From an optimization exercise on the open Yosys and OpenROAD flow, aimed at small area, a short achievable clock period and few clock cycles per item; shortcuts taken in it are not production practice.
The RTL was checked by simulation tests, not by an equivalence proof against the original design.

## flow/design.v (module list and top-level ports; edited modules follow where they fit)
// module coll_det: 6926 lines
module coll_det(x1, y1, x2, y2, vx1, vy1, vx2, vy2, r2, trial, clock, reset, in_rdy, out_rdy);
  // ...
==> flow/run.sh <==
#!/bin/bash
# synth_recipe.tcl (not shown) runs the flow's synth.tcl, then flattens the netlist and writes it again
# the make line also repeats each setting of config.mk as NAME=value (left out here)
make -C /OpenROAD-flow-scripts/flow DESIGN_CONFIG=/design/flow/config.mk WORK_HOME=/design/flow/orfs CLKGATE_MAP_FILE= SYNTH_SCRIPT=/design/flow/synth_recipe.tcl finish
==> flow/config.mk <==
export PLATFORM = sky130hd
export DESIGN_NAME = coll_det
export DESIGN_NICKNAME = coll_det
export VERILOG_FILES = /design/flow/design.v
export SDC_FILE = /design/flow/constraint.sdc
export NUM_CORES = 4
export LEC_CHECK = 0
export ABC_AREA = 1
export CAP_MARGIN = 20
export CORE_MARGIN = 2
export CORE_UTILIZATION = 60
export SLEW_MARGIN = 20
==> flow/constraint.sdc <==
create_clock -name core_clock -period 45.0 [get_ports {clock}]
set_input_delay 9.0000 -clock core_clock [delete_from_list [all_inputs] [get_ports {clock}]]
set_output_delay 9.0000 -clock core_clock [all_outputs]
set_load 0.01 [all_outputs]
==> metrics.md, run 1 <==
| Metric | Value |
|---|---|
| Largest net degree at the start of global routing | `56` |
| Status | `complete, no violations` |
| Die Height | `409 µm` |
| Register area | `40.0 µm²` |
| Post-synth EDFFs | `0` |
| Mux cell area share after synthesis | `0%` |
| # port buffers | `164` |
| Non-Filler Instances | `14800` |
| CP peak stage delay | `0.70 ns` |
| Setup Total Neg Slack | `0 ns` |
| Synth area leader | `fa_1` |
| Pins Over Slew Limit | `0` |
| Detailed Route Iter0 Violations | `13900` |
| Met3 global-route usage | `19.4%` |
| Ys async rst share | `0%` |
| Die area | `0.167 mm²` |
| Global Route Usage Sum | `51.7%` |
| Sequential cell count | `2` |
| Crit Path Max Fanout | `31` |
| Post-Syn Area | `0.0982 mm²` |
| Synth Area in Simple Gates | `12.9%` |
| Largest cells by area after synthesis | `fa_1 41%, inv_1 11%, xor2_1 11%, ha_1 7.7%, nand2_1 6.7%` |
| Worst relative slew slack | `16.3%` |
| Post-Synth Adder-Cell Area | `48.5%` |
| Multi-input combinational area share | `82.4%` |
| Register area share after synthesis | `0.0408%` |
| Root Driver | `clkbuf_16` |
| CP Capture Type | `flip-flop` |
| Tmin final | `27.23 ns` |
| N_taps | `2175` |
| Met2 usage | `76.7%` |
| TritonCTS clock tree | `done` |
| Hold WS | `9.31 ns` |
| # diodes | `10` |
| Core ar. | `0.163 mm²` |
| Initial antenna violation count | `13` |
| GPL Wtd Cong | `1.09` |
| Hold-fix buffers, CTS | `0` |
| Number of core rows | `148` |
| Top Ports | `165` |
Testbench counts, summed over its fixed seeds: cycles 960, items 960.
==> run 2: changes to the inputs <==
--- a/flow/config.mk
+++ b/flow/config.mk
@@ -10,3 +10,3 @@
 export CORE_MARGIN = 2
-export CORE_UTILIZATION = 60
+export CORE_UTILIZATION = 40
 export SLEW_MARGIN = 20
==> run 2 against run 1 <==
  * Fmax grew 2.1%
  * Synthesized cell count is the same
  * Global-route usage shrank 19 points
  * Cell count grew 7.1%
  * Utilization shrank 20 points
  * Die area grew 49%
  * Routed wire length shrank 4.2%
  * Flip-flop and latch count is the same
  * Non-clock buffer count grew 32
  * Area after synthesis is the same
==> metrics.md, run 2 <==
| Metric | Value |
|---|---|
| Post-synth top area share | `40.8% (unchanged)` |
| Most common cell after layout, fill and taps aside | `inv_1 (unchanged)` |
| Worst Hold End | `out_rdy (unchanged)` |
| Via count | `91600 (was 97200)` |
| Routed vias/inst | `5.77 (was 6.56)` |
| Post-CTS setup buffers | `0 (unchanged)` |
| GPL Wtd Cong | `1.01 (was 1.09)` |
| Synth area leader | `fa_1 (unchanged)` |
| Multi-input gate area | `0.0841 mm² (about the same)` |
| Post-route ant nets | `0 (unchanged)` |
| First-pass detailed-route iteration total | `9 (was 14)` |
| CTS sink cnt | `2 (unchanged)` |
| Root Driver | `clkbuf_16 (unchanged)` |
| Setup Total Neg Slack | `0 ns (unchanged)` |
| Syn nets | `15700 (unchanged)` |
| Top Ports | `165 (unchanged)` |
| TritonCTS clock tree | `done (unchanged)` |
| Worst relative slew slack | `17.0% (was 16.3%)` |
| Register area | `40.0 µm² (unchanged)` |
| H-tree levels | `1 (unchanged)` |
| DP HPWL | `308000 µm (was 314000 µm)` |
| Top layer reached by signal wires | `met5 (unchanged)` |
| Critical path data arrival time | `26.81 ns (was 27.35 ns)` |
| CTS buffer count | `3 (unchanged)` |
| Vias in the first global route | `93600 (was 101000)` |
| Distinct cells, synth | `64 (unchanged)` |
| Most frequent cell after synthesis | `inv_1 (unchanged)` |
| CP Class | `primary input to flip-flop (unchanged)` |
| Final hold vios | `0 (unchanged)` |
| First-pass GRT wire length | `615000 µm (was 639000 µm)` |
| CP Launch Point | `vy2[9] (was vx2[2])` |
| Count of final setup violators | `0 (unchanged)` |
| Biggest regs | `out_rdy: 1 flops, trial: 1 flops (unchanged)` |
| Post-Syn Area | `0.0982 mm² (unchanged)` |
| # port buffers | `164 (unchanged)` |
| Min-Delay Startpoint | `in_rdy (was reset)` |
| Ys async rst share | `0% (unchanged)` |
| Register bit count reported by yosys | `2 (unchanged)` |
| Die area | `0.249 mm² (was 0.167 mm²)` |
| Routed met2 length | `177000 µm (was 180000 µm)` |
| CP Capture Type | `flip-flop (unchanged)` |
| Resized Gates After CTS | `0 (unchanged)` |
| Design area | `0.104 mm² (was 0.102 mm²)` |
| Number of core rows | `181 (was 148)` |
| Area delta synth->final | `5.47% (was 3.92%)` |
| Fillers | `25300 (was 14900)` |
| Core ar. | `0.244 mm² (was 0.163 mm²)` |
| Unrepaired setup endpoints after global routing | `no (unchanged)` |
| Die X-Extent | `499 µm (was 409 µm)` |
| Initial Utilization | `40.3% (was 60.4%)` |
| CP peak stage delay | `0.62 ns (was 0.70 ns)` |
| Avg WL per Cell | `26.3 µm (was 29.4 µm)` |
| Largest cells by area after synthesis | `fa_1 41%, inv_1 11%, xor2_1 11%, ha_1 7.7%, nand2_1 6.7% (unchanged)` |
| Avg Synthesized Cell Area | `7.60 µm² (unchanged)` |
| Mapped Cells | `12900 (unchanged)` |
| Worst slew pin tran | `1.24 ns (was 1.25 ns)` |
| Initial antenna violation count | `11 (was 13)` |
| Post-synth EDFFs | `0 (unchanged)` |
| Worst EP required | `45.13 ns (was 45.12 ns)` |
| Most frequent cells in the layout | `2949 x inv_1, 1998 x fa_1, 1732 x nand2_1 (was 2954 x inv_1, 1998 x fa_1, 1729 x nand2_1)` |
| Register area share after synthesis | `0.0408% (unchanged)` |
| Largest net degree at the start of global routing | `53 (was 56)` |
| Final Cycle Share | `59.3% (was 60.5%)` |
| Maximum buffer depth of the clock tree | `2 (unchanged)` |
| Worst hold path class | `primary input to flip-flop (unchanged)` |
| Clock slew at reported path FFs | `0.04 ns (was 0.03 ns)` |
| Pins Over Slew Limit | `0 (unchanged)` |
| Slowest cell on the critical path | `ha_1 (was o22ai_1)` |
| Maximum Capacitance Violations | `0 (unchanged)` |
| Max Clock Freq | `0.0375 GHz (was 0.0367 GHz)` |
| Cell count after placement | `15900 (was 14800)` |
| Final wirelength | `418000 µm (was 436000 µm)` |
| Hold path cells | `3 (was 2)` |
| Tmin final | `26.68 ns (was 27.23 ns)` |
| YS warnings | `1 (unchanged)` |
| Hold-fix buffers, CTS | `0 (unchanged)` |
| Most used cell along the critical path | `nand2_1` |
| Synth Flop Type | `dfxtp_1 (unchanged)` |
| Crit Path Max Fanout | `25 (was 31)` |
| Die Height | `499 µm (was 409 µm)` |
| Share of layout cells above drive strength 1 | `3.82% (was 3.55%)` |
| Detailed Route Iter0 Violations | `10800 (was 13900)` |
| Fin nets | `15400 (about the same)` |
| Hold WS | `9.30 ns (was 9.31 ns)` |
| Status | `complete, no violations (unchanged)` |
| Drc violations | `0 (unchanged)` |
| Wl on met1 | `152000 µm (was 138000 µm)` |
| Non-Filler Instances | `15900 (was 14800)` |
| Synth cell count leaders | `2958 x inv_1, 2001 x fa_1, 1764 x nand2_1, 1195 x xor2_1, 1056 x nor2_1 (unchanged)` |
| Remaining Overflow, GRT | `0 (unchanged)` |
| Global Route Usage Sum | `33.0% (was 51.7%)` |
| Metal3 WL | `52400 µm (was 66900 µm)` |
| CP Launch Type | `primary input (unchanged)` |
| DP Area | `0.103 mm² (was 0.102 mm²)` |
==> run 2: cell counts after synthesis <==
Identical to the previous run, type by type.
==> run 2: worst max-delay path by stage <==
stage            end
4_1_cts        trial
2_1_floorplan  trial
6_report       trial
3_3_place_gp   trial
5_1_grt        trial
3_5_place_dp   trial
==> run 2: routing by layer <==
metal / track usage (%) / vias up
met5: 0 / -
li1: - / 38900
met2: 50.3 / 6434
met4: 21.7 / 6
met3: 9.21 / 1836
met1: 40.8 / 44400
==> run 2: final cells by class <==
cell class | count | area share [%]
diodes | 10 | 0.0242
clock buffers | 3 | 0.0725
inverters | 3031 | 11.0
multi-input cells | 9160 | 81.2
flip-flops and latches | 2 | 0.0387
well taps | 3202 | 3.87
repair buffers | 467 | 3.76
==> run 2: cell families after synthesis <==
| kind of cell | count (synthesis) | share of synthesized area [%] |
|---|---|---|
| fa+ha+maj | 2606 | 48.5 |
| flops | 2 | 0.0408 |
| simple gates | 3200 | 12.9 |
| xor+xnor | 1279 | 11.5 |
| compound gates | 2075 | 12.5 |
| buf+inv | 3764 | 14.5 |
==> run 2: metrics by stage <==
| stage | setup WS (ns) | utilization, % |
|---|---|---|
| final | 18.32 | 42.5 |
| after detailed placement | 18.43 | 42.5 |
| after CTS | 18.63 | 42.5 |
| after floorplan | 21.73 | - |
| after global placement | 18.52 | 42.5 |
| after global routing | 17.49 | 42.5 |
==> run 2: worst max-delay path, delay by kind of cell <==
kind | cells | cell delay (ns)
AOI/OAI and AO/OA | 8 | 1.58
adders and majority gates | 18 | 7.88
buffers and inverters | 19 | 3.64
and+or+nand+nor | 30 | 4.62
==> run 3: changes to the inputs <==
==> flow/flow/run.sh (new file) <==
#!/bin/bash
# Standard layout, except that synthesis skips the quick ABC pass inside
# Yosys's "synth -run fine:" (-noabc), so that extract_fa sees the full-adder
# logic as written and maps it to sky130 full adders without inverters
# between them. Everything else is the standard flow (standard.sh).
set -euo pipefail
cd "$(dirname "$0")/.."
sed 's/yosys synth -nofsm -noshare {\*}\$args/yosys synth -nofsm -noshare -noabc {*}$args/' \
  synth_recipe.tcl > flow_synth.tcl
grep -q -- '-noabc' flow_synth.tcl
sed 's#synth_recipe\.tcl#flow_synth.tcl#g' standard.sh > flow_standard.sh
grep -q 'flow_synth.tcl' flow_standard.sh
bash flow_standard.sh SETUP_SLACK_MARGIN=20 finish > flow_make.log 2>&1
==> flow/standard.sh (new file) <==
#!/bin/bash
# synth_recipe.tcl (not shown) runs the flow's synth.tcl, then flattens the netlist and writes it again
# the make line also repeats each setting of config.mk as NAME=value (left out here)
make -C /OpenROAD-flow-scripts/flow DESIGN_CONFIG=/design/flow/config.mk WORK_HOME=/design/flow/orfs CLKGATE_MAP_FILE= SYNTH_SCRIPT=/design/flow/synth_recipe.tcl "${@:-finish}"
removed: flow/run.sh
==> run 3 against run 2 <==
  * Synthesized cell count shrank 12%
  * Clock-buffer cell count is the same
  * Flip-flop and latch count did not move
  * Cell count fell by 11%
  * Non-clock buffer count is 34 higher
  * Cell area decreased by 3.9%
  * Utilization rose by 0.85 points
==> metrics.md, run 3 <==
| Metric | Value |
|---|---|
| CTS buffer count | `3 (unchanged)` |
| Maximum Capacitance Violations | `0 (unchanged)` |
| Most common cell after layout, fill and taps aside | `fa_1 (was inv_1)` |
| CP Capture Type | `flip-flop (unchanged)` |
| Crit Path Max Fanout | `18 (was 25)` |
| Number of core rows | `176 (was 181)` |
| Unrepaired setup endpoints after global routing | `no (unchanged)` |
| Most frequent cells in the layout | `2012 x fa_1, 1638 x nand2_1, 1543 x nor2_1 (was 2949 x inv_1, 1998 x fa_1, 1732 x nand2_1)` |
| Die area | `0.235 mm² (was 0.249 mm²)` |
| Synth area leader | `fa_1 (unchanged)` |
| Post-synth top area share | `43.7% (was 40.8%)` |
| Syn nets | `14100 (was 15700)` |
| TritonCTS clock tree | `done (unchanged)` |
| GPL Wtd Cong | `1.04 (was 1.01)` |
| Ys async rst share | `0% (unchanged)` |
| CTS sink cnt | `2 (unchanged)` |
| Routed vias/inst | `6.28 (was 5.77)` |
| Final Cycle Share | `54.7% (was 59.3%)` |
| Setup Total Neg Slack | `0 ns (unchanged)` |
| Final wirelength | `425000 µm (was 418000 µm)` |
| Pins Over Slew Limit | `0 (unchanged)` |
| Die Height | `485 µm (was 499 µm)` |
| Final core occ | `43.3% (was 42.5%)` |
| First-pass detailed-route iteration total | `9 (unchanged)` |
| Distinct cells, synth | `64 (unchanged)` |
| Register area share after synthesis | `0.0433% (was 0.0408%)` |
| Mapped Cells | `11300 (was 12900)` |
| Clock slew at reported path FFs | `0.03 ns (was 0.04 ns)` |
| Most frequent cell after synthesis | `fa_1 (was inv_1)` |
| Top Ports | `165 (unchanged)` |
| # port buffers | `164 (unchanged)` |
| Worst hold path class | `primary input to flip-flop (unchanged)` |
| Max Clock Freq | `0.0406 GHz (was 0.0375 GHz)` |
| Post-Syn Area | `0.0924 mm² (was 0.0982 mm²)` |
| Hold-fix buffers, CTS | `0 (unchanged)` |
| Tmin final | `24.62 ns (was 26.68 ns)` |
| Slowest cell on the critical path | `fa_1 (was ha_1)` |
| DP HPWL | `311000 µm (was 308000 µm)` |
| Detailed Route Iter0 Violations | `10400 (was 10800)` |
| Avg Synthesized Cell Area | `8.16 µm² (was 7.60 µm²)` |
| Core ar. | `0.230 mm² (was 0.244 mm²)` |
| Initial antenna violation count | `23 (was 11)` |
| Final hold vios | `0 (unchanged)` |
| Register bit count reported by yosys | `2 (unchanged)` |
| Most used cell along the critical path | `nand2_1 (unchanged)` |
| Share of layout cells above drive strength 1 | `6.34% (was 3.82%)` |
| Drc violations | `0 (unchanged)` |
| Avg WL per Cell | `30.2 µm (was 26.3 µm)` |
| Die X-Extent | `485 µm (was 499 µm)` |
| CP Launch Type | `primary input (unchanged)` |
| Critical path data arrival time | `24.72 ns (was 26.81 ns)` |
| YS warnings | `1 (unchanged)` |
| Area delta synth->final | `7.79% (was 5.47%)` |
| Count of final setup violators | `0 (unchanged)` |
| Status | `complete, no violations (unchanged)` |
| Remaining Overflow, GRT | `0 (unchanged)` |
| H-tree levels | `1 (unchanged)` |
| Post-synth EDFFs | `0 (unchanged)` |
| CP peak stage delay | `0.90 ns (was 0.62 ns)` |
| Worst EP required | `45.11 ns (was 45.13 ns)` |
| CP Class | `primary input to flip-flop (unchanged)` |
| Via count | `88500 (was 91600)` |
| Global Route Usage Sum | `35.2% (was 33.0%)` |
| First-pass GRT wire length | `615000 µm (about the same)` |
| Synth cell count leaders | `2018 x fa_1, 1684 x nand2_1, 1555 x nor2_1, 1184 x xor2_1, 931 x inv_1 (was 2958 x inv_1, 2001 x fa_1, 1764 x nand2_1, 1195 x xor2_1, 1056 x nor2_1)` |
| Worst slew pin tran | `1.17 ns (was 1.24 ns)` |
| Synth Flop Type | `dfxtp_1 (unchanged)` |
| Biggest regs | `out_rdy: 1 flops, trial: 1 flops (unchanged)` |
| Vias in the first global route | `93200 (was 93600)` |
| Post-route ant nets | `0 (unchanged)` |
| Initial Utilization | `40.2% (was 40.3%)` |
| Fin nets | `13900 (was 15400)` |
| Largest cells by area after synthesis | `fa_1 44%, xor2_1 11%, ha_1 8.3%, nand2_1 6.8%, nor2_1 6.3% (was fa_1 41%, inv_1 11%, xor2_1 11%, ha_1 7.7%, nand2_1 6.7%)` |
| Maximum buffer depth of the clock tree | `2 (unchanged)` |
| Root Driver | `clkbuf_16 (unchanged)` |
| Worst relative slew slack | `21.4% (was 17.0%)` |
| Largest net degree at the start of global routing | `48 (was 53)` |
run 3: cell families after synthesis:
family,count (synthesis),synth area share (%)
adder cells (fa/ha/maj),2631,52.0
flip-flops,2,0.0434
AND/OR/NAND/NOR,3736,16.1
AO/OA/AOI/OAI,1917,12.3
multiplexers,1,0.0108
XOR/XNOR,1280,12.2
buffers and inverters,1746,7.26
run 3: critical path: cells and delay by family:
family	cells	cell delay (ns)
buf+inv	10	2.02
xor+xnor	2	0.36
fa+ha+maj	17	7.52
compound gates	13	2.38
simple gates	22	3.38
run 3: layer usage:
metal | track usage [%] | share of wire (%)
met1 | 43.1 | 37
met2 | 54.0 | 43
met3 | 10.3 | 12
met4 | 22.7 | 8.3
met5 | 0 | 0.053
run 3: what timing repair did:
action                                  4_1_cts  5_1_grt
buffers inserted                             17       39
gates resized for setup                      49      323
endpoints found under the setup margin        1        1
cloned                                        0       10
pin swaps                                     1       13
run 3: layout make-up:
type	instances	area, µm²
Antenna cell	16	40.0
Tap cell	3026	3790
Sequential cell	2	40.0
Inverter	990	3830
Timing Repair Buffer	501	4880
Fill cell	22800	130000
Multi-Input combinational cell	9565	86900
Clock buffer	3	75.1
run 3: final timing paths:
| kind | from | to | slack (ns) | depth (start not counted) |
|---|---|---|---|---|
| max | y2[2] | trial | 20.38 | 64 |
| min | in_rdy | out_rdy | 9.32 | 3 |
run 3: through the flow:
step                      worst slack (ns)  hold slack (ns)  cells  cell area [µm²]
after global placement               19.11             9.53  14000            97300
final                                20.38             9.32  14100            99600
after detailed placement             19.00             9.54  14000            97300
after global routing                 19.88             9.33  14100            99500
after CTS                            20.00             9.32  14000            97700
after floorplan                      22.16             9.07  11300            92400
==> run 4: changes to the inputs <==
--- a/flow/flow/run.sh
+++ b/flow/flow/run.sh
@@ -12,2 +12,2 @@
 grep -q 'flow_synth.tcl' flow_standard.sh
-bash flow_standard.sh SETUP_SLACK_MARGIN=20 finish > flow_make.log 2>&1
+bash flow_standard.sh SETUP_SLACK_MARGIN=24 finish > flow_make.log 2>&1
==> run 4 against run 3 <==
  * Fmax up 3.2%
  * Sequential share of layout area about the same
  * Via count rose by 1.7%
  * Area after synthesis stayed put
  * Die area unchanged
  * Cell area grew 2.8%
==> metrics.md, run 4 <==
| Metric | Value |
|---|---|
| Synth area leader | `fa_1 (unchanged)` |
| Die X-Extent | `485 µm (unchanged)` |
| Worst slew pin tran | `1.16 ns (was 1.17 ns)` |
| Fin nets | `13900 (about the same)` |
| Largest net degree at the start of global routing | `48 (unchanged)` |
| TritonCTS clock tree | `done (unchanged)` |
| Maximum Capacitance Violations | `0 (unchanged)` |
| Final hold vios | `0 (unchanged)` |
| Via count | `90000 (was 88500)` |
| Clock slew at reported path FFs | `0.03 ns (about the same)` |
| CP Launch Type | `primary input (unchanged)` |
| YS warnings | `1 (unchanged)` |
| Critical path data arrival time | `23.96 ns (was 24.72 ns)` |
| Root Driver | `clkbuf_16 (unchanged)` |
| Unrepaired setup endpoints after global routing | `yes (was no)` |
| CTS buffer count | `3 (unchanged)` |
| First-pass GRT wire length | `630000 µm (was 615000 µm)` |
| Top Ports | `165 (unchanged)` |
| Post-route ant nets | `0 (unchanged)` |
| Post-Syn Area | `0.0924 mm² (unchanged)` |
| Remaining Overflow, GRT | `0 (unchanged)` |
| Most common cell after layout, fill and taps aside | `fa_1 (unchanged)` |
| CP Class | `primary input to flip-flop (unchanged)` |
| CP Capture Type | `flip-flop (unchanged)` |
| Core ar. | `0.230 mm² (unchanged)` |
| Most frequent cells in the layout | `1966 x fa_1, 1612 x nand2_1, 1516 x nor2_1 (was 2012 x fa_1, 1638 x nand2_1, 1543 x nor2_1)` |
| Largest cells by area after synthesis | `fa_1 44%, xor2_1 11%, ha_1 8.3%, nand2_1 6.8%, nor2_1 6.3% (unchanged)` |
| Initial antenna violation count | `23 (unchanged)` |
| GPL Wtd Cong | `1.02 (was 1.04)` |
| Crit-path leading delay family | `adder cells (unchanged)` |
| Final wirelength | `438000 µm (was 425000 µm)` |
| Initial Utilization | `40.2% (unchanged)` |
| Post-synth top area share | `43.7% (unchanged)` |
| Biggest regs | `out_rdy: 1 flops, trial: 1 flops (unchanged)` |
| Worst EP required | `45.11 ns (about the same)` |
| Ys async rst share | `0% (unchanged)` |
| Pins Over Slew Limit | `0 (unchanged)` |
| Drc violations | `0 (unchanged)` |
| Most frequent cell after synthesis | `fa_1 (unchanged)` |
| Count of final setup violators | `0 (unchanged)` |
| CP peak stage delay | `0.82 ns (was 0.90 ns)` |
| Distinct cells, synth | `64 (unchanged)` |
| Crit Path Max Fanout | `25 (was 18)` |
| Fillers | `22700 (was 22800)` |
| Final core occ | `44.6% (was 43.3%)` |
| Synth Flop Type | `dfxtp_1 (unchanged)` |
| Final Cycle Share | `53.0% (was 54.7%)` |
| Avg WL per Cell | `30.9 µm (was 30.2 µm)` |
| Global Route Usage Sum | `36.1% (was 35.2%)` |
| # port buffers | `164 (unchanged)` |
| Worst relative slew slack | `22.0% (was 21.4%)` |
| Avg Synthesized Cell Area | `8.16 µm² (unchanged)` |
| Area delta synth->final | `10.8% (was 7.79%)` |
| Worst hold path class | `primary input to flip-flop (unchanged)` |
| Tmin final | `23.85 ns (was 24.62 ns)` |
| Slowest cell on the critical path | `clkinv_1 (was fa_1)` |
| DP HPWL | `310000 µm (was 311000 µm)` |
| H-tree levels | `1 (unchanged)` |
| Register bit count reported by yosys | `2 (unchanged)` |
| Number of core rows | `176 (unchanged)` |
| Setup Total Neg Slack | `0 ns (unchanged)` |
| Synth cell count leaders | `2018 x fa_1, 1684 x nand2_1, 1555 x nor2_1, 1184 x xor2_1, 931 x inv_1 (unchanged)` |
| Mapped Cells | `11300 (unchanged)` |
| Max Clock Freq | `0.0419 GHz (was 0.0406 GHz)` |
| Maximum buffer depth of the clock tree | `2 (unchanged)` |
| CTS sink cnt | `2 (unchanged)` |
| Status | `complete, no violations (unchanged)` |
| Register area share after synthesis | `0.0433% (unchanged)` |
| First-pass detailed-route iteration total | `9 (unchanged)` |
| Share of layout cells above drive strength 1 | `9.06% (was 6.34%)` |
| Routed vias/inst | `6.35 (was 6.28)` |
| Syn nets | `14100 (unchanged)` |
| CP bufs+invs | `11 (was 10)` |
| Most used cell along the critical path | `fa_1 (was nand2_1)` |
| Post-synth EDFFs | `0 (unchanged)` |
| Die Height | `485 µm (unchanged)` |
| Die area | `0.235 mm² (unchanged)` |
| Vias in the first global route | `94400 (was 93200)` |
| Detailed Route Iter0 Violations | `11700 (was 10400)` |
==> run 4: cell types whose count changed in the layout (fill, tap and decap cells not counted), sizes merged <==
cell | previous run | this run
diode | 16 | 9
clkinv | 25 | 32
clkbuf | 18 | 14
bufbuf | 0 | 22
inv | 944 | 941
nand2 | 1699 | 1700
buf | 338 | 395
clkinvlp | 21 | 20
==> run 4: worst paths after layout <==
kind                   start  depth (start not counted)  slack [ns]       to
worst max-delay path  vy1[0]                         62       21.15    trial
worst min-delay path  in_rdy                          3        9.30  out_rdy
==> run 4: cell type report <==
cell class	count	area, µm²	share of cell area, %
multi-input cells	9566	88200	86.2
repair buffers	576	6310	6.16
inverters	990	3890	3.80
well taps	3026	3790	3.70
clock buffers	3	75.1	0.0733
flip-flops and latches	2	40.0	0.0391
repair inverters	3	22.5	0.0220
diodes	9	22.5	0.0220
==> run 4: cell families (layout without fill, tap and decap cells) <==
| kind of cell | after synthesis | after routing | share of synthesized area (%) |
|---|---|---|---|
| AND/OR/NAND/NOR | 3736 | 3737 | 16.1 |
| adder cells (fa/ha/maj) | 2631 | 2631 | 52.0 |
| AO/OA/AOI/OAI | 1917 | 1917 | 12.3 |
| buffers and inverters | 1746 | 1572 | 7.26 |
| XOR/XNOR | 1280 | 1280 | 12.2 |
| flip-flops | 2 | 2 | 0.0434 |
| multiplexers | 1 | 1 | 0.0108 |
| other | 0 | 9 | 0 |
==> run 4: routing by layer <==
metal | GRT usage (%) | vias to the layer above | share of wire [%]
met5 | 0 | - | 0.041
met4 | 22.5 | 30 | 8.1
met3 | 10.5 | 2005 | 13
met2 | 55.6 | 7133 | 43
met1 | 44.3 | 44700 | 36
li1 | - | 36100 | -
==> run 4: tightest hold or removal path, cell delays in order <==
cell and delay [ns]:
clkdlybuf4s50_1 0.39, inv_1 0.05, nor2_1 0.03
==> run 4: repair_timing <==
action | in CTS | in global routing
buffers inserted | 74 | 48
pin swaps | 54 | 68
endpoints found under the setup margin | 1 | 1
hold buffers | 0 | 0
cloned | 25 | 10
resized for setup | 543 | 156
==> run 4: through the flow <==
step,std cells,instance area [µm²],hold slack (ns),setup WS (ns)
after floorplan,11300,92600,9.07,22.86
after global placement,14000,97400,9.52,19.02
after detailed placement,14000,97400,9.52,18.99
after CTS,14100,101000,9.31,21.37
after global routing,14200,102000,9.32,20.60
final,14200,102000,9.30,21.15
==> run 5: changes to the inputs <==
--- a/flow/flow/run.sh
+++ b/flow/flow/run.sh
@@ -12,2 +12,2 @@
 grep -q 'flow_synth.tcl' flow_standard.sh
-bash flow_standard.sh SETUP_SLACK_MARGIN=24 finish > flow_make.log 2>&1
+bash flow_standard.sh SETUP_SLACK_MARGIN=30 finish > flow_make.log 2>&1
==> run 5 against run 4 <==
  * Cell area did not move
  * Via count did not move
  * Global-route usage did not move
  * Cell count did not move
  * Area after synthesis did not move
==> metrics.md, run 5 <==
| Metric | Value |
|---|---|
| Compound-Gate Fraction of Synth Area | `12.3% (unchanged)` |
| Register bit count reported by yosys | `2 (unchanged)` |
| CTS sink cnt | `2 (unchanged)` |
| Via count | `90000 (unchanged)` |
| Top Ports | `165 (unchanged)` |
| Critical path data arrival time | `23.96 ns (about the same)` |
| Final wirelength | `438000 µm (unchanged)` |
| Synth area leader | `fa_1 (unchanged)` |
| Clock slew at reported path FFs | `0.03 ns (about the same)` |
| Synth Area in Simple Gates | `16.1% (unchanged)` |
| Mux cell area share after synthesis | `0.0108% (unchanged)` |
| Drc violations | `0 (unchanged)` |
| Routed vias/inst | `6.35 (unchanged)` |
| Initial Utilization | `40.2% (unchanged)` |
| Root Driver | `clkbuf_16 (unchanged)` |
| CP peak stage delay | `0.82 ns (about the same)` |
| Most frequent cells in the layout | `1966 x fa_1, 1612 x nand2_1, 1516 x nor2_1 (unchanged)` |
| First-pass GRT wire length | `630000 µm (unchanged)` |
| H-tree levels | `1 (unchanged)` |
| Initial antenna violation count | `23 (unchanged)` |
| Worst Setup EP | `trial (unchanged)` |
| Largest net degree at the start of global routing | `48 (unchanged)` |
| DP HPWL | `310000 µm (unchanged)` |
| Count of final setup violators | `0 (unchanged)` |
| GPL Wtd Cong | `1.02 (unchanged)` |
| Post-route ant nets | `0 (unchanged)` |
| Synth Area in XOR/XNOR | `12.2% (unchanged)` |
| Maximum buffer depth of the clock tree | `2 (unchanged)` |
| YS warnings | `1 (unchanged)` |
| First-pass detailed-route iteration total | `9 (unchanged)` |
| Tmin final | `23.85 ns (unchanged)` |
| CP Launch Point | `vy1[0] (unchanged)` |
| Design area | `0.102 mm² (unchanged)` |
| Ys async rst share | `0% (unchanged)` |
| Syn nets | `14100 (unchanged)` |
| Largest family of logic cells by synthesized area | `adder cells (unchanged)` |
| Status | `complete, no violations (unchanged)` |
| Detailed Route Iter0 Violations | `11700 (unchanged)` |
| Share of layout cells above drive strength 1 | `9.06% (unchanged)` |
| Most used cell along the critical path | `fa_1 (unchanged)` |
| Final hold vios | `0 (unchanged)` |
| Vias in the first global route | `94400 (unchanged)` |
| Area delta synth->final | `10.8% (unchanged)` |
| Biggest regs | `out_rdy: 1 flops, trial: 1 flops (unchanged)` |
| Register area share after synthesis | `0.0433% (unchanged)` |
| Synth Flop Type | `dfxtp_1 (unchanged)` |
| Unrepaired setup endpoints after global routing | `yes (unchanged)` |
| Fin nets | `13900 (unchanged)` |
| Post-synth top area share | `43.7% (unchanged)` |
| Worst slew pin tran | `1.16 ns (unchanged)` |
| Slowest cell on the critical path | `clkinv_1 (unchanged)` |
| CTS buffer count | `3 (unchanged)` |
| Distinct cells, synth | `64 (unchanged)` |
| Post-Syn Area | `0.0924 mm² (unchanged)` |
| Remaining Overflow, GRT | `0 (unchanged)` |
| Worst hold path class | `primary input to flip-flop (unchanged)` |
| Core ar. | `0.230 mm² (unchanged)` |
| Final Cycle Share | `53.0% (unchanged)` |
| Avg WL per Cell | `30.9 µm (unchanged)` |
| Worst relative slew slack | `22.0% (unchanged)` |
| Global Route Usage Sum | `36.1% (unchanged)` |
| Number of core rows | `176 (unchanged)` |
| Post-synth EDFFs | `0 (unchanged)` |
| Maximum Capacitance Violations | `0 (unchanged)` |
| Die X-Extent | `485 µm (unchanged)` |
| Avg Synthesized Cell Area | `8.16 µm² (unchanged)` |
| CP Capture Type | `flip-flop (unchanged)` |
| Synth cell count leaders | `2018 x fa_1, 1684 x nand2_1, 1555 x nor2_1, 1184 x xor2_1, 931 x inv_1 (unchanged)` |
| Largest cells by area after synthesis | `fa_1 44%, xor2_1 11%, ha_1 8.3%, nand2_1 6.8%, nor2_1 6.3% (unchanged)` |
| Max Clock Freq | `0.0419 GHz (unchanged)` |
| Most common cell after layout, fill and taps aside | `fa_1 (unchanged)` |
| Setup Total Neg Slack | `0 ns (unchanged)` |
| Post-Synth Adder-Cell Area | `52.0% (unchanged)` |
| Most frequent cell after synthesis | `fa_1 (unchanged)` |
| # port buffers | `164 (unchanged)` |
| DP Area | `0.0974 mm² (unchanged)` |
| Die Height | `485 µm (unchanged)` |
| Crit Path Max Fanout | `25 (unchanged)` |
| TritonCTS clock tree | `done (unchanged)` |
| Pins Over Slew Limit | `0 (unchanged)` |
| Min-Delay Startpoint | `in_rdy (unchanged)` |
| CP Launch Type | `primary input (unchanged)` |
| Worst EP required | `45.11 ns (about the same)` |
| Mapped Cells | `11300 (unchanged)` |
| CP Class | `primary input to flip-flop (unchanged)` |
| Die area | `0.235 mm² (unchanged)` |
run 5: worst min path at each step:
stage                    to  slack [ns]  cells after the start
detailed placement  out_rdy        9.52                      2
finish              out_rdy        9.30                      3
floorplan           out_rdy        9.07                      1
global placement    out_rdy        9.52                      2
global route        out_rdy        9.32                      3
CTS                 out_rdy        9.31                      3
run 5: stage by stage:
stage | utilization (%) | instances | setup WS, ns | hold WS (ns)
floorplan | - | 11300 | 22.86 | 9.07
global placement | 42.4 | 14000 | 19.02 | 9.52
detailed placement | 42.4 | 14000 | 18.99 | 9.52
CTS | 44.0 | 14100 | 21.37 | 9.31
global route | 44.6 | 14200 | 20.60 | 9.32
finish | 44.6 | 14200 | 21.15 | 9.30
run 5: what timing repair did:
action                                  in CTS  in global routing
gates resized for setup                    543                156
hold endpoints to repair                     0                  0
endpoints found under the setup margin       1                  1
hold buffers                                 0                  0
gates cloned                                25                 10
pin swaps                                   54                 68
setup buffers                               74                 48
run 5: cell families (layout without fill, tap and decap cells):
| logic type | count (synthesis) | count (layout) |
|---|---|---|
| XOR/XNOR | 1280 | 1280 |
| buffers and inverters | 1746 | 1572 |
| adder cells (fa/ha/maj) | 2631 | 2631 |
| multiplexers | 1 | 1 |
| AO/OA/AOI/OAI | 1917 | 1917 |
| AND/OR/NAND/NOR | 3736 | 3737 |
| other | 0 | 9 |
| flip-flops | 2 | 2 |
run 5: metal layers:
metal	routed length (µm)	global-route usage (%)
met4	35400	22.5
met5	181	0
met2	189000	55.6
met3	54800	10.5
met1	158000	44.3
run 5: cell type report:
class / instances / area, µm²
flip-flops and latches: 2 / 40.0
multi-input cells: 9566 / 88200
inverters: 990 / 3890
repair inverters: 3 / 22.5
repair buffers: 576 / 6310
clock buffers: 3 / 75.1
diodes: 9 / 22.5
fillers: 22700 / 127000
well taps: 3026 / 3790
run 5: critical path: cells and delay by family:
kind            cells  cell delay [ns]
compound gates      9             1.49
xor+xnor            2             0.35
fa+ha+maj          15             6.95
buf+inv            11             2.59
simple gates       25             3.53
==> run 6: changes to the inputs <==
--- a/flow/flow/run.sh
+++ b/flow/flow/run.sh
@@ -12,2 +12,2 @@
 grep -q 'flow_synth.tcl' flow_standard.sh
-bash flow_standard.sh SETUP_SLACK_MARGIN=30 finish > flow_make.log 2>&1
+bash flow_standard.sh > flow_make.log 2>&1
==> run 6 against run 5 <==
  * Worst hold slack better by 0.016 ns
  * Clock-buffer cell count stayed put
  * Die area stayed put
  * Flip-flop and latch count stayed put
  * Setup slack worse by 2.5 ns
  * Cell area is 4.8% lower
  * Critical endpoint unchanged
  * Fmax is 9.5% lower
  * Global-route usage is 0.95 points lower
  * Cell count is 1.0% lower
  * First-iteration DRC count is 9.4% lower
  * Area after synthesis stayed put
==> metrics.md, run 6 <==
| Metric | Value |
|---|---|
| Status | `complete, no violations (unchanged)` |
| Maximum buffer depth of the clock tree | `2 (unchanged)` |
| Synth Area in XOR/XNOR | `12.2% (unchanged)` |
| Synth cell count leaders | `2018 x fa_1, 1684 x nand2_1, 1555 x nor2_1, 1184 x xor2_1, 931 x inv_1 (unchanged)` |
| Unrepaired setup endpoints after global routing | `no (was yes)` |
| Most common cell after layout, fill and taps aside | `fa_1 (unchanged)` |
| Post-Syn Area | `0.0924 mm² (unchanged)` |
| First-pass GRT wire length | `614000 µm (was 630000 µm)` |
| Max Clock Freq | `0.0379 GHz (was 0.0419 GHz)` |
| Avg WL per Cell | `30.0 µm (was 30.9 µm)` |
| Detailed Route Iter0 Violations | `10600 (was 11700)` |
| Most used cell along the critical path | `fa_1 (unchanged)` |
| Via count | `87600 (was 90000)` |
| Ys async rst share | `0% (unchanged)` |
| Remaining Overflow, GRT | `0 (unchanged)` |
| Drc violations | `0 (unchanged)` |
| Core ar. | `0.230 mm² (unchanged)` |
| Crit Path Max Fanout | `21 (was 25)` |
| Largest family of logic cells by synthesized area | `adder cells (unchanged)` |
| Compound-Gate Fraction of Synth Area | `12.3% (unchanged)` |
| CTS sink cnt | `2 (unchanged)` |
| CP Launch Type | `primary input (unchanged)` |
| Number of core rows | `176 (unchanged)` |
| Largest net degree at the start of global routing | `48 (unchanged)` |
| Post-synth EDFFs | `0 (unchanged)` |
| Worst setup margin | `18.64 ns (was 21.15 ns)` |
| TritonCTS clock tree | `done (unchanged)` |
| Most frequent cells in the layout | `2015 x fa_1, 1653 x nand2_1, 1553 x nor2_1 (was 1966 x fa_1, 1612 x nand2_1, 1516 x nor2_1)` |
| Routed vias/inst | `6.24 (was 6.35)` |
| First-pass detailed-route iteration total | `7 (was 9)` |
| Synth area leader | `fa_1 (unchanged)` |
| Synth Area in Simple Gates | `16.1% (unchanged)` |
| Initial Utilization | `40.2% (unchanged)` |
| Mux cell area share after synthesis | `0.0108% (unchanged)` |
| Die Height | `485 µm (unchanged)` |
| Distinct cells, synth | `64 (unchanged)` |
| Clock slew at reported path FFs | `0.03 ns (about the same)` |
| Register bit count reported by yosys | `2 (unchanged)` |
| CP Class | `primary input to flip-flop (unchanged)` |
| Global Route Usage Sum | `35.1% (was 36.1%)` |
| Critical path data arrival time | `26.47 ns (was 23.96 ns)` |
| Mapped Cells | `11300 (unchanged)` |
| Die X-Extent | `485 µm (unchanged)` |
| Largest cells by area after synthesis | `fa_1 44%, xor2_1 11%, ha_1 8.3%, nand2_1 6.8%, nor2_1 6.3% (unchanged)` |
| Worst hold path class | `primary input to flip-flop (unchanged)` |
| CTS buffer count | `3 (unchanged)` |
| Final Cycle Share | `58.6% (was 53.0%)` |
| Post-CTS setup buffers | `0 (was 74)` |
| DP HPWL | `311000 µm (was 310000 µm)` |
| CP peak stage delay | `0.69 ns (was 0.82 ns)` |
| H-tree levels | `1 (unchanged)` |
| Cell count after placement | `14000 (about the same)` |
| Maximum Capacitance Violations | `0 (unchanged)` |
| CP Capture Type | `flip-flop (unchanged)` |
| Post-Synth Adder-Cell Area | `52.0% (unchanged)` |
| Synth Flop Type | `dfxtp_1 (unchanged)` |
| Non-Filler Instances | `14000 (was 14200)` |
| Setup WS pre-CTS | `19.00 ns (was 18.99 ns)` |
| Final wirelength | `421000 µm (was 438000 µm)` |
| Die area | `0.235 mm² (unchanged)` |
| Most frequent cell after synthesis | `fa_1 (unchanged)` |
| Resized Gates After CTS | `0 (was 543)` |
| Pins Over Slew Limit | `0 (unchanged)` |
| GPL Wtd Cong | `1.04 (was 1.02)` |
| Worst slew pin tran | `1.19 ns (was 1.16 ns)` |
| Share of layout cells above drive strength 1 | `4.54% (was 9.06%)` |
| Slowest cell on the critical path | `inv_1 (was clkinv_1)` |
| Initial antenna violation count | `19 (was 23)` |
| Final hold vios | `0 (unchanged)` |
| Post-synth top area share | `43.7% (unchanged)` |
| Setup Total Neg Slack | `0 ns (unchanged)` |
| YS warnings | `1 (unchanged)` |
| Vias in the first global route | `93100 (was 94400)` |
| Register area share after synthesis | `0.0433% (unchanged)` |
| Biggest regs | `out_rdy: 1 flops, trial: 1 flops (unchanged)` |
| Worst relative slew slack | `20.3% (was 22.0%)` |
| Final core occ | `42.4% (was 44.6%)` |
| Syn nets | `14100 (unchanged)` |
| Worst EP required | `45.11 ns (about the same)` |
| Hold-fix buffers, CTS | `0 (unchanged)` |
| Count of final setup violators | `0 (unchanged)` |
| Area delta synth->final | `5.46% (was 10.8%)` |
| Root Driver | `clkbuf_16 (unchanged)` |
| Tmin final | `26.36 ns (was 23.85 ns)` |
| Fin nets | `13800 (was 13900)` |
| Avg Synthesized Cell Area | `8.16 µm² (unchanged)` |
| Post-route ant nets | `0 (unchanged)` |
| Top Ports | `165 (unchanged)` |
| # port buffers | `164 (unchanged)` |
[run 6: cell types whose count changed in the layout (fill, tap and decap cells not counted), sizes merged]
cell	before	now
nand2	1700	1699
inv	941	958
clkinvlp	20	0
clkbuf	14	3
bufbuf	22	0
buf	395	288
diode	9	7
[run 6: final timing paths]
check              start       to  slack [ns]  depth (start not counted)
hold / removal    in_rdy  out_rdy        9.32                          3
setup / recovery   x1[0]    trial       18.64                         69
[run 6: critical path, delay by kind of cell]
kind	cells	cell delay [ns]
fa+ha+maj	17	7.23
compound gates	17	3.63
buf+inv	12	3.24
xor+xnor	1	0.22
simple gates	22	3.10
[run 6: final cells by class]
| class | count | area [µm²] |
|---|---|---|
| clock buffer | 3 | 75.1 |
| antenna | 7 | 17.5 |
| multi-input combinational | 9565 | 86200 |
| fill | 23000 | 132000 |
| inverter | 990 | 3720 |
| tap | 3026 | 3790 |
| sequential | 2 | 40.0 |
| timing repair buffer | 436 | 3610 |
[run 6: cell families (layout without fill, tap and decap cells)]
group | Yosys count | count (layout)
compound gates | 1917 | 1917
xor+xnor | 1280 | 1280
fa+ha+maj | 2631 | 2631
buf+inv | 1746 | 1429
flops | 2 | 2
mux | 1 | 1
other cells | 0 | 7
simple gates | 3736 | 3736
[run 6: layer usage]
metal	vias up	track usage, %	wire length [µm]
li1	35900	-	-
met1	43600	43.0	156000
met2	6361	54.0	182000
met3	1689	10.3	50000
met4	22	22.6	33700
met5	-	0	208
[run 6: metrics by stage]
step	hold slack, ns	cell area (µm²)
6_report	9.32	97400
3_3_place_gp	9.53	97300
3_5_place_dp	9.54	97300
4_1_cts	9.32	97400
2_1_floorplan	9.07	92400
5_1_grt	9.33	97400
==> run 7: changes to the inputs <==
==> flow/flow/run.sh (replaced) <==
#!/bin/bash
set -euo pipefail
cd "$(dirname "$0")/.."
sed 's/yosys synth -nofsm -noshare {\*}\$args/yosys synth -nofsm -noshare -noabc {*}$args/' \
  synth_recipe.tcl > flow_synth.tcl
grep -q -- '-noabc' flow_synth.tcl
sed 's#synth_recipe\.tcl#flow_synth.tcl#g' standard.sh > flow_standard.sh
grep -q 'flow_synth.tcl' flow_standard.sh
bash flow_standard.sh SETUP_SLACK_MARGIN=24 finish > flow_make.log 2>&1
==> run 7 against run 6 <==
  * Highest routed layer unchanged
  * Via count up 2.8%
  * Sequential share of layout area about the same
  * First-iteration DRC count up 10%
  * Largest cell class unchanged
  * Non-clock buffer count up 140
  * Critical path depth down 7
==> metrics.md, run 7 <==
| Metric | Value |
|---|---|
| CTS sink cnt | `2 (unchanged)` |
| YS warnings | `1 (unchanged)` |
| Fin nets | `13900 (was 13800)` |
| Number of core rows | `176 (unchanged)` |
| Unrepaired setup endpoints after global routing | `yes (was no)` |
| Initial Utilization | `40.2% (unchanged)` |
| Post-synth EDFFs | `0 (unchanged)` |
| Clock slew at reported path FFs | `0.03 ns (about the same)` |
| Maximum buffer depth of the clock tree | `2 (unchanged)` |
| Largest cells by area after synthesis | `fa_1 44%, xor2_1 11%, ha_1 8.3%, nand2_1 6.8%, nor2_1 6.3% (unchanged)` |
| CP peak stage delay | `0.82 ns (was 0.69 ns)` |
| Post-route ant nets | `0 (unchanged)` |
| Worst Hold End | `out_rdy (unchanged)` |
| Most frequent cell after synthesis | `fa_1 (unchanged)` |
| Initial antenna violation count | `23 (was 19)` |
| Most common cell after layout, fill and taps aside | `fa_1 (unchanged)` |
| Count of final setup violators | `0 (unchanged)` |
| Die Height | `485 µm (unchanged)` |
| Pins Over Slew Limit | `0 (unchanged)` |
| Routed vias/inst | `6.35 (was 6.24)` |
| Tmin final | `23.85 ns (was 26.36 ns)` |
| CP Launch Type | `primary input (unchanged)` |
| Die X-Extent | `485 µm (unchanged)` |
| Post-synth top area share | `43.7% (unchanged)` |
| First-pass GRT wire length | `630000 µm (was 614000 µm)` |
| # port buffers | `164 (unchanged)` |
| Most used cell along the critical path | `fa_1 (unchanged)` |
| Slowest cell on the critical path | `clkinv_1 (was inv_1)` |
| Final core occ | `44.6% (was 42.4%)` |
| Worst hold path class | `primary input to flip-flop (unchanged)` |
| Final hold vios | `0 (unchanged)` |
| Share of layout cells above drive strength 1 | `9.06% (was 4.54%)` |
| Design area | `0.102 mm² (was 0.0974 mm²)` |
| Register bit count reported by yosys | `2 (unchanged)` |
| Drc violations | `0 (unchanged)` |
| Final wirelength | `438000 µm (was 421000 µm)` |
| GPL Wtd Cong | `1.02 (was 1.04)` |
| Critical path data arrival time | `23.96 ns (was 26.47 ns)` |
| Synth area leader | `fa_1 (unchanged)` |
| Detailed Route Iter0 Violations | `11700 (was 10600)` |
| Syn nets | `14100 (unchanged)` |
| DP HPWL | `310000 µm (was 311000 µm)` |
| TritonCTS clock tree | `done (unchanged)` |
| Die area | `0.235 mm² (unchanged)` |
| Crit-path leading delay family | `adder cells (unchanged)` |
| Maximum Capacitance Violations | `0 (unchanged)` |
| Worst EP required | `45.11 ns (about the same)` |
| Status | `complete, no violations (unchanged)` |
| Global Route Usage Sum | `36.1% (was 35.1%)` |
| Avg Synthesized Cell Area | `8.16 µm² (unchanged)` |
| Via count | `90000 (was 87600)` |
| Remaining Overflow, GRT | `0 (unchanged)` |
| Largest net degree at the start of global routing | `48 (unchanged)` |
| Distinct cells, synth | `64 (unchanged)` |
| Setup WS pre-CTS | `18.99 ns (was 19.00 ns)` |
| Setup Total Neg Slack | `0 ns (unchanged)` |
| Ys async rst share | `0% (unchanged)` |
| H-tree levels | `1 (unchanged)` |
| Most frequent cells in the layout | `1966 x fa_1, 1612 x nand2_1, 1516 x nor2_1 (was 2015 x fa_1, 1653 x nand2_1, 1553 x nor2_1)` |
| Hold path cells | `3 (unchanged)` |
| Mapped Cells | `11300 (unchanged)` |
| Worst relative slew slack | `22.0% (was 20.3%)` |
| Area delta synth->final | `10.8% (was 5.46%)` |
| CP Class | `primary input to flip-flop (unchanged)` |
| Min-Delay Startpoint | `in_rdy (unchanged)` |
| CP Capture Type | `flip-flop (unchanged)` |
| Top Ports | `165 (unchanged)` |
| Synth cell count leaders | `2018 x fa_1, 1684 x nand2_1, 1555 x nor2_1, 1184 x xor2_1, 931 x inv_1 (unchanged)` |
| Hold WS | `9.30 ns (was 9.32 ns)` |
| CTS buffer count | `3 (unchanged)` |
| Avg WL per Cell | `30.9 µm (was 30.0 µm)` |
| Vias in the first global route | `94400 (was 93100)` |
| Crit Path Max Fanout | `25 (was 21)` |
| Final Cycle Share | `53.0% (was 58.6%)` |
| Register area share after synthesis | `0.0433% (unchanged)` |
| CP bufs+invs | `11 (was 12)` |
| Worst slew pin tran | `1.16 ns (was 1.19 ns)` |
| First-pass detailed-route iteration total | `9 (was 7)` |
| Biggest regs | `out_rdy: 1 flops, trial: 1 flops (unchanged)` |
| Worst setup margin | `21.15 ns (was 18.64 ns)` |
| Root Driver | `clkbuf_16 (unchanged)` |
| Synth Flop Type | `dfxtp_1 (unchanged)` |
| Post-Syn Area | `0.0924 mm² (unchanged)` |
| DP Area | `0.0974 mm² (was 0.0973 mm²)` |
| Core ar. | `0.230 mm² (unchanged)` |
| Non-Filler Instances | `14200 (was 14000)` |
| Max Clock Freq | `0.0419 GHz (was 0.0379 GHz)` |
| Cell count after placement | `14000 (about the same)` |
| Fillers | `22700 (was 23000)` |
run 7: changes by cell type in the layout (fill, tap and decap cells not counted), moves of 29 or more:
| cell | before | now |
|---|---|---|
| ha_1 | 609 | 530 |
| inv_1 | 926 | 894 |
| nor2_1 | 1553 | 1516 |
| fa_2 | 3 | 52 |
| ha_4 | 0 | 51 |
| fa_1 | 2015 | 1966 |
| a21oi_1 | 415 | 378 |
| nand2_1 | 1653 | 1612 |
| a21oi_2 | 2 | 32 |
| buf_12 | 0 | 54 |
| buf_6 | 1 | 30 |
run 7: tightest hold or removal path, stage by stage:
cell,delay (ns)
clkdlybuf4s50_1,0.39
inv_1,0.05
nor2_1,0.03
run 7: timing repair:
item	CTS	global route
resized for setup	543	156
setup endpoints to repair	1	1
setup buffers	74	48
hold buffers	0	0
pin swaps	54	68
cloned	25	10
run 7: cell type report:
type	count	area (µm²)	area share, %
Timing Repair inverter	3	22.5	0.0220
Timing Repair Buffer	576	6310	6.16
Tap cell	3026	3790	3.70
Antenna cell	9	22.5	0.0220
Inverter	990	3890	3.80
Clock buffer	3	75.1	0.0733
Sequential cell	2	40.0	0.0391
Multi-Input combinational cell	9566	88200	86.2
run 7: worst max path at each step:
stage | from | endpoint | cells after the start | slack (ns)
2_1_floorplan | x1[0] | trial | 79 | 22.86
4_1_cts | vx2[6] | trial | 64 | 21.37
6_report | vy1[0] | trial | 62 | 21.15
3_5_place_dp | vx1[0] | trial | 73 | 18.99
5_1_grt | vx1[0] | trial | 72 | 20.60
3_3_place_gp | vx2[1] | trial | 67 | 19.02
run 7: cells by family (layout without fill, tap and decap cells):
family,Yosys count,count (layout),share of synthesized area [%]
muxes,1,1,0.0108
AOI/OAI and AO/OA,1917,1917,12.3
and+or+nand+nor,3736,3737,16.1
adders and majority gates,2631,2631,52.0
buffers and inverters,1746,1572,7.26
DFF,2,2,0.0434
other,0,9,0
xor gates and xnor gates,1280,1280,12.2
run 7: per-layer routing:
metal  vias up  GRT usage (%)  wire length [µm]
met4        30           22.5             35400
met5         -              0               181
met1     44700           44.3            158000
met3      2005           10.5             54800
met2      7133           55.6            189000
li1      36100              -                 -
==> run 8: changes to the inputs <==
--- a/flow/flow/run.sh
+++ b/flow/flow/run.sh
@@ -8,2 +8,2 @@
 grep -q 'flow_synth.tcl' flow_standard.sh
-bash flow_standard.sh SETUP_SLACK_MARGIN=24 finish > flow_make.log 2>&1
+bash flow_standard.sh SETUP_SLACK_MARGIN=24 'BUFFER_PORTS_ARGS=-buffer_cell sky130_fd_sc_hd__buf_2' finish > flow_make.log 2>&1
==> run 8 against run 7 <==
  * Die area is the same
  * Fmax down 0.78%
  * Cell area is 2.8% lower
  * Still clean on timing, DRC and antenna
  * Routed wire length decreased by 1.9%
==> metrics.md, run 8 <==
| Metric | Value |
|---|---|
| Status | `complete, no violations (unchanged)` |
| Metal3 WL | `55900 µm (was 54800 µm)` |
| Largest family of logic cells by synthesized area | `adder cells (unchanged)` |
| Number of core rows | `176 (unchanged)` |
| Vias in the first global route | `93600 (was 94400)` |
| # port buffers | `164 (unchanged)` |
| Final Cycle Share | `53.4% (was 53.0%)` |
| Via count | `89000 (was 90000)` |
| Most common cell after layout, fill and taps aside | `fa_1 (unchanged)` |
| Synth cell count leaders | `2018 x fa_1, 1684 x nand2_1, 1555 x nor2_1, 1184 x xor2_1, 931 x inv_1 (unchanged)` |
| TritonCTS clock tree | `done (unchanged)` |
| Slowest cell on the critical path | `fa_1 (was clkinv_1)` |
| Most frequent cell after synthesis | `fa_1 (unchanged)` |
| Final wirelength | `429000 µm (was 438000 µm)` |
| Worst EP required | `45.10 ns (was 45.11 ns)` |
| Area delta synth->final | `7.74% (was 10.8%)` |
| Die Height | `485 µm (unchanged)` |
| Routed vias/inst | `6.31 (was 6.35)` |
| Wl on met1 | `154000 µm (was 158000 µm)` |
| Worst Setup EP | `trial (unchanged)` |
| CTS sink cnt | `2 (unchanged)` |
| Drc violations | `0 (unchanged)` |
| Ys async rst share | `0% (unchanged)` |
| Setup WS pre-CTS | `19.32 ns (was 18.99 ns)` |
| CP Capture Type | `flip-flop (unchanged)` |
| Most used cell along the critical path | `nand2_1 (was fa_1)` |
| Fin nets | `13900 (about the same)` |
| Unrepaired setup endpoints after global routing | `yes (unchanged)` |
| Die X-Extent | `485 µm (unchanged)` |
| Register bit count reported by yosys | `2 (unchanged)` |
| Post-synth EDFFs | `0 (unchanged)` |
| Distinct cells, synth | `64 (unchanged)` |
| Clock slew at reported path FFs | `0.03 ns (about the same)` |
| DP HPWL | `312000 µm (was 310000 µm)` |
| Detailed Route Iter0 Violations | `11000 (was 11700)` |
| Tmin final | `24.03 ns (was 23.85 ns)` |
| Most frequent cells in the layout | `1999 x fa_1, 1636 x nand2_1, 1537 x nor2_1 (was 1966 x fa_1, 1612 x nand2_1, 1516 x nor2_1)` |
| Crit Path Max Fanout | `35 (was 25)` |
| CP Launch Point | `vy1[2] (was vy1[0])` |
| Count of final setup violators | `0 (unchanged)` |
| Maximum Capacitance Violations | `0 (unchanged)` |
| CP Class | `primary input to flip-flop (unchanged)` |
| Synth Area in Simple Gates | `16.1% (unchanged)` |
| CTS buffer count | `3 (unchanged)` |
| Biggest regs | `out_rdy: 1 flops, trial: 1 flops (unchanged)` |
| Largest net degree at the start of global routing | `47 (was 48)` |
| Avg WL per Cell | `30.4 µm (was 30.9 µm)` |
| Remaining Overflow, GRT | `0 (unchanged)` |
| Synth Flop Type | `dfxtp_1 (unchanged)` |
| Syn nets | `14100 (unchanged)` |
| Worst relative slew slack | `22.5% (was 22.0%)` |
| Maximum buffer depth of the clock tree | `2 (unchanged)` |
| Register area share after synthesis | `0.0433% (unchanged)` |
| Initial antenna violation count | `24 (was 23)` |
| Pins Over Slew Limit | `0 (unchanged)` |
| First-pass GRT wire length | `622000 µm (was 630000 µm)` |
| Worst hold path class | `primary input to flip-flop (unchanged)` |
| Root Driver | `clkbuf_16 (unchanged)` |
| Global Route Usage Sum | `35.6% (was 36.1%)` |
| Compound-Gate Fraction of Synth Area | `12.3% (unchanged)` |
| GPL Wtd Cong | `1.01 (was 1.02)` |
| Max Clock Freq | `0.0416 GHz (was 0.0419 GHz)` |
| Worst slew pin tran | `1.16 ns (about the same)` |
| Avg Synthesized Cell Area | `8.16 µm² (unchanged)` |
| Final hold vios | `0 (unchanged)` |
| H-tree levels | `1 (unchanged)` |
| Worst setup margin | `20.97 ns (was 21.15 ns)` |
| Largest cells by area after synthesis | `fa_1 44%, xor2_1 11%, ha_1 8.3%, nand2_1 6.8%, nor2_1 6.3% (unchanged)` |
| Share of layout cells above drive strength 1 | `8.22% (was 9.06%)` |
| Synth Area in XOR/XNOR | `12.2% (unchanged)` |
| First-pass detailed-route iteration total | `8 (was 9)` |
| Routed met2 length | `186000 µm (was 189000 µm)` |
| Core ar. | `0.230 mm² (unchanged)` |
| Post-synth top area share | `43.7% (unchanged)` |
| Initial Utilization | `40.2% (unchanged)` |
| Post-Syn Area | `0.0924 mm² (unchanged)` |
| YS warnings | `1 (unchanged)` |
| Synth area leader | `fa_1 (unchanged)` |
| Setup Total Neg Slack | `0 ns (unchanged)` |
| Top Ports | `165 (unchanged)` |
| CP peak stage delay | `0.57 ns (was 0.82 ns)` |
| Mapped Cells | `11300 (unchanged)` |
| Mux cell area share after synthesis | `0.0108% (unchanged)` |
| Die area | `0.235 mm² (unchanged)` |
| Hold-fix buffers, CTS | `0 (unchanged)` |
| Top layer reached by signal wires | `met5 (unchanged)` |
| CP Launch Type | `primary input (unchanged)` |
| Post-Synth Adder-Cell Area | `52.0% (unchanged)` |
| Post-route ant nets | `0 (unchanged)` |
| Critical path data arrival time | `24.14 ns (was 23.96 ns)` |
==> run 8: changes by cell type in the layout (fill, tap and decap cells not counted), moves of 20 or more <==
| cell | previous run | this run |
|---|---|---|
| nor2_1 | 1516 | 1537 |
| ha_4 | 51 | 21 |
| buf_4 | 279 | 248 |
| nand2_1 | 1612 | 1636 |
| buf_2 | 16 | 164 |
| clkdlybuf4s50_1 | 148 | 0 |
| fa_2 | 52 | 19 |
| ha_1 | 530 | 565 |
| a21oi_1 | 378 | 398 |
| fa_1 | 1966 | 1999 |
==> run 8: final cells by class <==
class                      count  area, µm²
sequential                     2       40.0
antenna                       15       37.5
multi-input combinational   9565      87100
fill                       22900     130000
tap                         3026       3790
inverter                     990       3880
timing repair buffer         508       4550
clock buffer                   3       75.1
==> run 8: cell families after synthesis <==
family,after synthesis
muxes,1
and+or+nand+nor,3736
adders and majority gates,2631
DFF,2
xor gates and xnor gates,1280
AOI/OAI and AO/OA,1917
buffers and inverters,1746
==> run 8: layer usage <==
| metal | up-vias | GRT usage [%] |
|---|---|---|
| met2 | 7043 | 54.7 |
| met1 | 44000 | 43.4 |
| met3 | 1851 | 11.4 |
| li1 | 36000 | - |
| met4 | 24 | 21.9 |
| met5 | - | 0 |
==> run 8: how the worst min path moves through the flow <==
stage	startpoint	to	slack, ns	cells after the start
3_5_place_dp	reset	out_rdy	9.16	2
5_1_grt	reset	out_rdy	8.94	2
6_report	reset	out_rdy	8.93	2
2_1_floorplan	reset	out_rdy	9.07	1
4_1_cts	reset	out_rdy	8.93	2
3_3_place_gp	reset	out_rdy	9.15	2
==> run 8: critical path, delay by kind of cell <==
family | cells | cell delay, ns
xor gates and xnor gates | 3 | 0.52
AOI/OAI and AO/OA | 6 | 0.89
buffers and inverters | 12 | 2.44
adders and majority gates | 17 | 7.54
and+or+nand+nor | 27 | 3.54
==> run 8: stage by stage <==
stage                     hold slack, ns  std cells  utilization [%]  instance area (µm²)
after detailed placement            9.16      14000             42.1                96800
after CTS                           8.93      14100             43.1                98900
after global placement              9.15      14000             42.1                96700
after floorplan                     9.07      11300                -                92600
final                               8.93      14100             43.3                99500
after global routing                8.94      14100             43.3                99500
==> run 8: repair_timing <==
action,in CTS,in global routing
gates resized for setup,301,85
setup buffers,50,13
endpoints found under the setup margin,1,1
pin swaps,12,19
cloned,11,6

[separate check: timing with driven ports]
No port has a modelled driver above. Below, the same layouts with a new extraction and two added sets of constraints.
Step 1 sets driving cells, clkbuf_16 on the clock port and buf_2 on the other inputs (assumed; they add their load-dependent delay and slew).
Step 2 also shifts input and output timing later by t, the mid clock arrival at the registers, as if the neighbouring blocks saw the same clock.
Three values: ideal, step 1, step 2; two values: the first two.
run	shift t [ns]	slack for setup (ns)	hold WS [ns]
run 1	0.272	17.769 / 17.789 / 17.517	9.308 / 9.290 / 9.562
run 2	0.276	18.321 / 18.335 / 18.060	9.295 / 9.280 / 9.555
run 3	0.252	20.384 / 20.382 / 20.130	9.320 / 9.313 / 9.565
run 4	0.253	21.152 / 21.157 / 20.904	9.304 / 9.301 / 9.554
run 5	0.253	21.152 / 21.157 / 20.904	9.304 / 9.301 / 9.554
run 6	0.253	18.637 / 18.643 / 18.390	9.319 / 9.313 / 9.566
run 7	0.253	21.152 / 21.157 / 20.904	9.304 / 9.301 / 9.554
run 8	0.253	20.966 / 20.964 / 20.712	8.934 / 8.929 / 9.182
After both steps setup and hold are still met in every run listed. The setup slack of run 2, which loses most, moves by +0.014 ns with the drivers and by -0.261 ns with both steps.
